This is an optimization exercise on Yosys and OpenROAD, whose aim is small area and a short achievable clock period, not a production implementation.
RTL that was checked went through simulation tests only; none was proved equivalent to the original.
No activity file was given, so power comes from the tool's default toggle rates.

Design ALU, start of the top module:
module ALU (
    input             clk,
    input             rst,
    input             i_vld,
    input      [31:0] i_a,
    input      [31:0] i_b,
    input             opcode,
    output reg [31:0] o_res,
    output reg        o_res_vld,
    output reg        overflow
);
Settings: LEC_CHECK=0, ABC_AREA=1, CAP_MARGIN=20, CORE_MARGIN=2, CORE_UTILIZATION=40, CTS_CLUSTER_DIAMETER=100, CTS_CLUSTER_SIZE=30, PLACE_DENSITY=0.6, SETUP_SLACK_MARGIN=5, SLEW_MARGIN=20; clock period 9.0 ns.
run.sh (not shown) runs the stock make flow with config.mk's settings and CLKGATE_MAP_FILE= SYNTH_SCRIPT=/design/flow/synth_recipe.tcl, a recipe that flattens the netlist after the stock synthesis.
==> next run, changes <==
--- a/flow/design.v
+++ b/flow/design.v
@@ -26,26 +26,23 @@
 integer k;
 always @(posedge clk)
     for (k = 0; k < 12; k = k + 1) begin
         benc1[3*k]   <= bx[2*k+2];                                   
         benc1[3*k+1] <= bx[2*k+1] ^ bx[2*k];                         
         benc1[3*k+2] <= (bx[2*k+2] & ~bx[2*k+1] & ~bx[2*k]) |
                         (~bx[2*k+2] & bx[2*k+1] & bx[2*k]);          
     end
-wire [8:0]  dab_i = {1'b0, i_a[30:23]} - {1'b0, i_b[30:23]};
-wire [7:0]  dba_i = i_b[30:23] - i_a[30:23];
-wire [7:0]  dif_i = dab_i[8] ? dba_i : dab_i[7:0];
-wire        big_i = (|dif_i[7:5]) | (&dif_i[4:3]);       
-reg         a_is_L1, big1;
-reg  [4:0]  dif1;
+reg  [8:0]  dab1;        
+reg  [7:0]  dba1;        
+reg         fge1;        
 always @(posedge clk) begin
-    a_is_L1 <= (i_a[30:0] >= i_b[30:0]);                 
-    big1    <= big_i;
-    dif1    <= dif_i[4:0];
+    dab1 <= {1'b0, i_a[30:23]} - {1'b0, i_b[30:23]};
+    dba1 <= i_b[30:23] - i_a[30:23];
+    fge1 <= (i_a[22:0] >= i_b[22:0]);
 end
 wire        sa = a1[31], sb = b1[31];
 wire [7:0]  ea = a1[30:23], eb = b1[30:23];
 wire [22:0] fa = a1[22:0], fb = b1[22:0];
 wire        ha = |ea, hb = |eb;
 wire [23:0] ma1 = {ha, fa};
 wire [23:0] mb1 = {hb, fb};
 wire        emax_a = &ea, emax_b = &eb;
@@ -53,25 +50,29 @@
 wire        nan_a = emax_a & ~fz_a, nan_b = emax_b & ~fz_b;
 wire        inf_a = emax_a & fz_a,  inf_b = emax_b & fz_b;
 wire        zero_a = ~ha & fz_a,    zero_b = ~hb & fz_b;
 wire add_nan = nan_a | nan_b | (inf_a & inf_b & (sa ^ sb));
 wire mul_nan = nan_a | nan_b | (inf_a & zero_b) | (zero_a & inf_b);
 wire nan1  = op1 ? mul_nan : add_nan;
 wire inf1  = (inf_a | inf_b) & ~nan1;
 wire zero1 = op1 ? (zero_a | zero_b) : (zero_a & zero_b);
-wire        a_is_L = a_is_L1;
-wire [4:0]  sh5 = big1 ? 5'd23 : dif1;                   
+wire        eqe = ~|dab1[7:0];
+wire        a_is_L = (~dab1[8] & ~eqe) | (eqe & fge1);
+wire [7:0]  dif = dab1[8] ? dba1 : dab1[7:0];
+wire        big = (|dif[7:5]) | (&dif[4:3]);
 wire [23:0] L1 = a_is_L ? ma1 : mb1;
 wire [23:0] Sp = a_is_L ? mb1 : ma1;
+wire [4:0]  sh5 = dif[4:0];
 wire [23:0] sh0 = sh5[0] ? {1'b0, Sp[23:1]} : Sp;
 wire [23:0] sh1 = sh5[1] ? {2'b0, sh0[23:2]} : sh0;
 wire [23:0] sh2 = sh5[2] ? {4'b0, sh1[23:4]} : sh1;
 wire [23:0] sh3 = sh5[3] ? {8'b0, sh2[23:8]} : sh2;
-wire [23:0] S1  = sh5[4] ? {16'b0, sh3[23:16]} : sh3;
+wire [23:0] sh4 = sh5[4] ? {16'b0, sh3[23:16]} : sh3;
+wire [23:0] S1  = big ? {23'b0, Sp[23]} : sh4;
 wire        add_sign = a_is_L ? sa : sb;
 wire [7:0]  expL = a_is_L ? ea : eb;
 wire        mul_sign = sa ^ sb;
 wire [7:0]  exp_raw = ea + eb - 8'd127;
 wire pp0_0;
 wire pp0_1;
 wire pp0_2;
 wire pp0_3;
Result: The new run finished with timing, DRC and antenna clean; worst setup slack improved by 260 ps; final area barely changes; count of clock-buffer cells in the layout is unchanged; wire length is higher by a few percent; power drops slightly; hold slack is worse by 8.1 ps; non-clock buffer count went up by 8; flip-flop and latch count rises by 10; die area grows slightly.
For the first run of this note, only the layout was checked, not whether the RTL still works.

-- port drivers added, routing unchanged --
How much do the figures lean on ideal ports? The routed layouts below were timed once more, with nothing changed but the port constraints. Step 1 assumes that a clkbuf_16 drives the clock port and a buf_2 every other input. Step 2 moves the port delays by t, midway between the first and last clock arrival at a register: inputs arrive t later, outputs are due t later. That takes back most of the time a late clock gives input paths. Three values: ideal ports, drivers, drivers and shift; two values: the first two.
run | shift t [ns] | setup WS [ns] | pins driven straight from the clock port
the first run | 0.699 | 5.377 / 5.415 / 4.717 | 1
the second run | 0.702 | 5.641 / 5.567 / 5.068 | 1
After both steps setup and hold are still met in every run listed. The setup slack of the first run, which loses most, moves by +0.038 ns with the drivers and by -0.660 ns with both steps.
